What follows belongs to an exercise in optimizing a design on an open flow for small area, a short achievable clock period and few clock cycles; a production flow would make more cautious choices. RTL that was checked went through simulation tests only; none was proved equivalent to the original.

==> job 7231 <==
## conv
module conv(
    input rst,
    input clk,
    output M0_R_req,
    output [31:0] M0_addr,
    input [31:0] M0_R_data,
    output [3:0] M0_W_req,
    output [31:0] M0_W_data,
    output M1_R_req,
    output [31:0] M1_addr,
    input [31:0] M1_R_data,
    output [3:0] M1_W_req,
    output [31:0] M1_W_data,
    input start,
    output finish
);
    localparam ST_IDLE = 2'd0, ST_W = 2'd1, ST_P = 2'd2, ST_END = 2'd3;
    reg  [1:0]  st;
    reg         rreq;
    reg  [9:0]  ra;           
    reg  [3:0]  wk;           
    reg  [1:0]  ph;           
    reg  [4:0]  col;          
    reg  [3:0]  p9;           
    reg         t1_w;
    reg  [2:0]  sq0;          
    reg  [3:0]  sq1;
    reg  [4:0]  sq2;
    reg  [3:0]  fq0;          
    reg  [4:0]  fq1;
    reg  [5:0]  fq2;
    reg         wreq;
    reg  [9:0]  wa;           
    reg         fin;
    reg  [31:0] wdata;
    assign M0_R_req  = rreq;
    assign M0_addr   = {20'd0, ra, 2'b00};
    assign M0_W_req  = 4'd0;
    assign M0_W_data = 32'd0;
    assign M1_R_req  = wreq;
    assign M1_W_req  = {4{wreq}};
    assign M1_addr   = {20'd0, wa, 2'b00};
    assign M1_W_data = wdata;
    assign finish    = fin;
    reg [9:0] wtab;
    always @(*) begin
        case (wk)
            4'd1: wtab = 10'd787;
            4'd2: wtab = 10'd790;
            4'd3: wtab = 10'd785;
            4'd4: wtab = 10'd788;
            4'd5: wtab = 10'd791;
            4'd6: wtab = 10'd786;
            4'd7: wtab = 10'd789;
            default: wtab = 10'd792;
        endcase
    end
    wire pix = (st == ST_P);
    wire wf  = pix && (ph == 2'd2) && (col >= 5'd2);
    reg  [1:0]  st_n;
  ...
clock: 12.0 ns
lec_check: 0
cap_margin: 20
core_margin: 2
core_utilization: 55
cts_cluster_diameter: 120
cts_cluster_size: 22
slew_margin: 20
standard.sh (not shown) runs the stock make flow with config.mk's settings and CLKGATE_MAP_FILE= SYNTH_SCRIPT=/design/flow/synth_recipe.tcl, a recipe that flattens the netlist after the stock synthesis.
==> flow/flow/run.sh <==
#!/bin/bash
# Layout flow: the standard synthesis, then a netlist pass that removes
# the inverters Yosys leaves between full-adder cells (fixpol.py; the result
# is compared with the synthesized netlist by random simulation in
# nlsim.py), then the standard ORFS layout. Timing repair is asked to leave
# extra setup slack (so the achieved period shrinks) and ports are buffered
# with buf_4 cells.
set -euo pipefail
W=$(pwd)
R=$W/orfs/results/$FLOW_PLATFORM/conv/base
MARGIN=8
PORTBUF=sky130_fd_sc_hd__buf_4
if [[ -f flow/params.sh ]]; then source flow/params.sh; fi
bash standard.sh synth > synth.log 2>&1
cp "$R/1_2_yosys.v" "$W/synth_standard.v"
python3 flow/fixpol.py "$W/synth_standard.v" "$W/synth_fixpol.v" 200 > fixpol.log 2>&1
python3 flow/nlsim.py "$W/synth_standard.v" "$W/synth_fixpol.v" 1024 > nlsim.log 2>&1
cp "$W/synth_fixpol.v" "$R/1_2_yosys.v"
rm -f "$R/1_synth.odb"
export SETUP_SLACK_MARGIN=$MARGIN
export BUFFER_PORTS_ARGS="-buffer_cell $PORTBUF"
bash standard.sh > layout.log 2>&1
==> flow/flow/params.sh <==
MARGIN=8.3
Other scripts of this flow, unchanged in this note and not shown: flow/flow/fixpol.py, flow/flow/nlsim.py
==> job 245: changes against job 7231 <==
--- a/flow/design.v
+++ b/flow/design.v
@@ -54,67 +54,66 @@
             4'd7: wtab = 10'd789;
             default: wtab = 10'd792;
         endcase
     end
     wire pix = (st == ST_P);
     wire wf  = pix && (ph == 2'd2) && (col >= 5'd2);
-    reg  [1:0]  st_n;
-    always @(*) begin
-        st_n = st;
-        case (st)
-            ST_IDLE: if (start) st_n = ST_W;
-            ST_W:    if (wk == 4'd9) st_n = ST_P;
-            ST_P:    if (ra == 10'd783 && ph == 2'd2) st_n = ST_END;
-            default: ;
-        endcase
-        if (rst) st_n = ST_IDLE;
-    end
-    wire winc = fq0[3] | fq1[4] | fq2[5];
     always @(posedge clk) begin
-        st   <= st_n;
-        rreq <= (st_n == ST_W) || (st_n == ST_P);
-        case (st)
-            ST_IDLE: begin
-                ra <= 10'd784;
-                wk <= 4'd1;
-            end
-            ST_W: begin
-                ra  <= (wk == 4'd9) ? 10'd0 : wtab;
-                wk  <= wk + 4'd1;
-                ph  <= 2'd0;
-                col <= 5'd0;
-                p9  <= 4'd0;
-            end
-            default: begin
-                p9 <= (p9 == 4'd8) ? 4'd0 : p9 + 4'd1;
-                if (ph == 2'd2) begin
-                    ra  <= ra - 10'd55;
-                    ph  <= 2'd0;
-                    col <= (col == 5'd27) ? 5'd0 : col + 5'd1;
-                end else begin
-                    ra <= ra + 10'd28;
-                    ph <= ph + 2'd1;
-                end
-            end
-        endcase
         if (rst) begin
+            st   <= ST_IDLE;
+            rreq <= 1'b0;
             t1_w <= 1'b0;
             fq0  <= 4'd0;
             fq1  <= 5'd0;
             fq2  <= 6'd0;
             wreq <= 1'b0;
-            wa   <= 10'h3ff;
             fin  <= 1'b0;
         end else begin
+            case (st)
+                ST_IDLE: if (start) begin
+                    st   <= ST_W;
+                    rreq <= 1'b1;
+                    ra   <= 10'd784;
+                    wk   <= 4'd1;
+                end
+                ST_W: begin
+                    if (wk == 4'd9) begin
+                        st  <= ST_P;
+                        ra  <= 10'd0;
+                        ph  <= 2'd0;
+                        col <= 5'd0;
+                        p9  <= 4'd0;
+                    end else begin
+                        ra <= wtab;
+                        wk <= wk + 4'd1;
+                    end
+                end
+                ST_P: begin
+                    p9 <= (p9 == 4'd8) ? 4'd0 : p9 + 4'd1;
+                    if (ra == 10'd783 && ph == 2'd2) begin
+                        st   <= ST_END;
+                        rreq <= 1'b0;
+                    end else if (ph == 2'd2) begin
+                        ra  <= ra - 10'd55;
+                        ph  <= 2'd0;
+                        col <= (col == 5'd27) ? 5'd0 : col + 5'd1;
+                    end else begin
+                        ra <= ra + 10'd28;
+                        ph <= ph + 2'd1;
+                    end
+                end
+                default: ;
+            endcase
             t1_w <= (st == ST_W);
             fq0  <= {fq0[2:0], wf && (p9 == 4'd8)};
             fq1  <= {fq1[3:0], wf && (p9 == 4'd2)};
             fq2  <= {fq2[4:0], wf && (p9 == 4'd5)};
-            wreq <= winc;
-            wa   <= (st == ST_IDLE) ? 10'h3ff : wa + {9'd0, winc};
-            fin  <= fin | (wreq && wa == 10'd675);
+            wreq <= fq0[3] | fq1[4] | fq2[5];
+            if (st == ST_IDLE) wa <= 10'h3ff;
+            else if (fq0[3] | fq1[4] | fq2[5]) wa <= wa + 10'd1;
+            if (wreq && wa == 10'd675) fin <= 1'b1;
         end
     end
     always @(posedge clk) begin
         sq0 <= {sq0[1:0], pix && (p9 == 4'd0)};
         sq1 <= {sq1[2:0], pix && (p9 == 4'd3)};
         sq2 <= {sq2[3:0], pix && (p9 == 4'd6)};
@@ -167,21 +166,20 @@
         .x2(st2 ? 32'h00030000 : s2), .x3(st2 ? 32'd0 : c2), .ki(st2 ? 1'b0 : k2),
         .os(ns2), .oc(nc2), .og(ng2), .op(np2));
     wire f0 = fq0[3], f1 = fq1[4], f2 = fq2[5];
     wire [31:0] os = ({32{f0}} & s0) | ({32{f1}} & s1) | ({32{f2}} & s2);
     wire [31:0] oc = ({32{f0}} & c0) | ({32{f1}} & c1) | ({32{f2}} & c2);
     wire        ok = (f0 & k0) | (f1 & k1) | (f2 & k2);
-    wire [32:0] osum = {os, 1'b1} + {oc, ok};
     always @(posedge clk) begin
         hs0 <= nhs0; hc0 <= nhc0;
         hs1 <= nhs1; hc1 <= nhc1;
         hs2 <= nhs2; hc2 <= nhc2;
         s0 <= ns0; c0 <= nc0; g0 <= ng0; p0 <= np0;
         s1 <= ns1; c1 <= nc1; g1 <= ng1; p1 <= np1;
         s2 <= ns2; c2 <= nc2; g2 <= ng2; p2 <= np2;
-        wdata <= osum[32:1];
+        wdata <= os + oc + {31'd0, ok};
     end
 endmodule
 module conv_mac_h(
   input [15:0] neg, input [15:0] one, input [15:0] two,
   input [31:0] w, output [31:0] os, output [31:0] oc);
   wire t1;
==> flow/flow/run.sh (replaced) <==
#!/bin/bash
# Layout flow: the standard synthesis, then a netlist pass that removes
# the inverters Yosys leaves between full-adder cells (fixpol.py, checked by
# random simulation against the synthesized netlist in nlsim.py), then the
# standard ORFS layout with timing repair asked to leave extra setup slack.
set -euo pipefail
W=$(pwd)
R=$W/orfs/results/$FLOW_PLATFORM/conv/base
MARGIN=${MARGIN:-8}
bash standard.sh synth > synth.log 2>&1
cp "$R/1_2_yosys.v" "$W/synth_standard.v"
python3 flow/fixpol.py "$W/synth_standard.v" "$W/synth_fixpol.v" 200 > fixpol.log 2>&1
python3 flow/nlsim.py "$W/synth_standard.v" "$W/synth_fixpol.v" 1024 > nlsim.log 2>&1
cp "$W/synth_fixpol.v" "$R/1_2_yosys.v"
rm -f "$R/1_synth.odb"
export SETUP_SLACK_MARGIN=$MARGIN
bash standard.sh > layout.log 2>&1
==> flow/config.mk (replaced) <==
export PLATFORM = sky130hd
export DESIGN_NAME = conv
export DESIGN_NICKNAME = conv
export VERILOG_FILES = /design/flow/design.v
export SDC_FILE = /design/flow/constraint.sdc
export NUM_CORES = 8
export LEC_CHECK = 0
export CAP_MARGIN = 20
export CORE_MARGIN = 2
export CORE_UTILIZATION = 40
export CTS_CLUSTER_DIAMETER = 120
export CTS_CLUSTER_SIZE = 22
export SLEW_MARGIN = 20
removed: flow/flow/params.sh
==> job 5499: changes against job 7231 <==
--- a/flow/design.v
+++ b/flow/design.v
@@ -54,67 +54,66 @@
             4'd7: wtab = 10'd789;
             default: wtab = 10'd792;
         endcase
     end
     wire pix = (st == ST_P);
     wire wf  = pix && (ph == 2'd2) && (col >= 5'd2);
-    reg  [1:0]  st_n;
-    always @(*) begin
-        st_n = st;
-        case (st)
-            ST_IDLE: if (start) st_n = ST_W;
-            ST_W:    if (wk == 4'd9) st_n = ST_P;
-            ST_P:    if (ra == 10'd783 && ph == 2'd2) st_n = ST_END;
-            default: ;
-        endcase
-        if (rst) st_n = ST_IDLE;
-    end
-    wire winc = fq0[3] | fq1[4] | fq2[5];
     always @(posedge clk) begin
-        st   <= st_n;
-        rreq <= (st_n == ST_W) || (st_n == ST_P);
-        case (st)
-            ST_IDLE: begin
-                ra <= 10'd784;
-                wk <= 4'd1;
-            end
-            ST_W: begin
-                ra  <= (wk == 4'd9) ? 10'd0 : wtab;
-                wk  <= wk + 4'd1;
-                ph  <= 2'd0;
-                col <= 5'd0;
-                p9  <= 4'd0;
-            end
-            default: begin
-                p9 <= (p9 == 4'd8) ? 4'd0 : p9 + 4'd1;
-                if (ph == 2'd2) begin
-                    ra  <= ra - 10'd55;
-                    ph  <= 2'd0;
-                    col <= (col == 5'd27) ? 5'd0 : col + 5'd1;
-                end else begin
-                    ra <= ra + 10'd28;
-                    ph <= ph + 2'd1;
-                end
-            end
-        endcase
         if (rst) begin
+            st   <= ST_IDLE;
+            rreq <= 1'b0;
             t1_w <= 1'b0;
             fq0  <= 4'd0;
             fq1  <= 5'd0;
             fq2  <= 6'd0;
             wreq <= 1'b0;
-            wa   <= 10'h3ff;
             fin  <= 1'b0;
         end else begin
+            case (st)
+                ST_IDLE: if (start) begin
+                    st   <= ST_W;
+                    rreq <= 1'b1;
+                    ra   <= 10'd784;
+                    wk   <= 4'd1;
+                end
+                ST_W: begin
+                    if (wk == 4'd9) begin
+                        st  <= ST_P;
+                        ra  <= 10'd0;
+                        ph  <= 2'd0;
+                        col <= 5'd0;
+                        p9  <= 4'd0;
+                    end else begin
+                        ra <= wtab;
+                        wk <= wk + 4'd1;
+                    end
+                end
+                ST_P: begin
+                    p9 <= (p9 == 4'd8) ? 4'd0 : p9 + 4'd1;
+                    if (ra == 10'd783 && ph == 2'd2) begin
+                        st   <= ST_END;
+                        rreq <= 1'b0;
+                    end else if (ph == 2'd2) begin
+                        ra  <= ra - 10'd55;
+                        ph  <= 2'd0;
+                        col <= (col == 5'd27) ? 5'd0 : col + 5'd1;
+                    end else begin
+                        ra <= ra + 10'd28;
+                        ph <= ph + 2'd1;
+                    end
+                end
+                default: ;
+            endcase
             t1_w <= (st == ST_W);
             fq0  <= {fq0[2:0], wf && (p9 == 4'd8)};
             fq1  <= {fq1[3:0], wf && (p9 == 4'd2)};
             fq2  <= {fq2[4:0], wf && (p9 == 4'd5)};
-            wreq <= winc;
-            wa   <= (st == ST_IDLE) ? 10'h3ff : wa + {9'd0, winc};
-            fin  <= fin | (wreq && wa == 10'd675);
+            wreq <= fq0[3] | fq1[4] | fq2[5];
+            if (st == ST_IDLE) wa <= 10'h3ff;
+            else if (fq0[3] | fq1[4] | fq2[5]) wa <= wa + 10'd1;
+            if (wreq && wa == 10'd675) fin <= 1'b1;
         end
     end
     always @(posedge clk) begin
         sq0 <= {sq0[1:0], pix && (p9 == 4'd0)};
         sq1 <= {sq1[2:0], pix && (p9 == 4'd3)};
         sq2 <= {sq2[3:0], pix && (p9 == 4'd6)};
==> flow/config.mk (replaced) <==
export PLATFORM = sky130hd
export DESIGN_NAME = conv
export DESIGN_NICKNAME = conv
export VERILOG_FILES = /design/flow/design.v
export SDC_FILE = /design/flow/constraint.sdc
export NUM_CORES = 8
export LEC_CHECK = 0
export CAP_MARGIN = 20
export CORE_MARGIN = 2
export CORE_UTILIZATION = 40
export CTS_CLUSTER_DIAMETER = 120
export CTS_CLUSTER_SIZE = 22
export SLEW_MARGIN = 20
==> comparison <==
Die area, highest first: job 5499, job 245, job 7231. The highest cell area belongs to job 5499, the lowest to job 245. Cell count, lowest first: job 7231, job 245, job 5499. The lowest first-iteration DRC count belongs to job 245, the highest to job 7231.
Testbench counts of job 7231, summed over its fixed seeds: cycles 70,432.
The RTL of job 245 and job 5499 was laid out without a check of its function.

[re-timing with driven ports]
The results above use ideal ports. As a check the final layouts listed here were re-extracted and re-timed, cells and wires unchanged. Step 1 assumes that a clkbuf_16 drives the clock port and a buf_2 every other input. Step 2 moves the port delays by t, midway between the first and last clock arrival at a register: inputs arrive t later, outputs are due t later. That takes back most of the time a late clock gives input paths. Three values: ideal, step 1, step 2; two values: the first two.
| run | t (ns) | slack for setup (ns) | hold WS [ns] | slew at the worst register clock pin (ns) |
|---|---|---|---|---|
| job 7231 | 0.801 | 8.223 / 8.223 / 8.223 | 0.320 / 0.320 / 0.320 | 0.11 / 0.11 |
| job 245 | 0.816 | 7.979 / 7.962 / 7.564 | 0.297 / 0.297 / 0.297 | 0.11 / 0.11 |
| job 5499 | 0.826 | 8.197 / 8.157 / 7.815 | 0.267 / 0.267 / 0.267 | 0.11 / 0.11 |
After both steps every run listed still meets setup and hold. For job 245, which loses most, drivers alone change the setup slack by -0.017 ns; drivers and shift together by -0.415 ns.
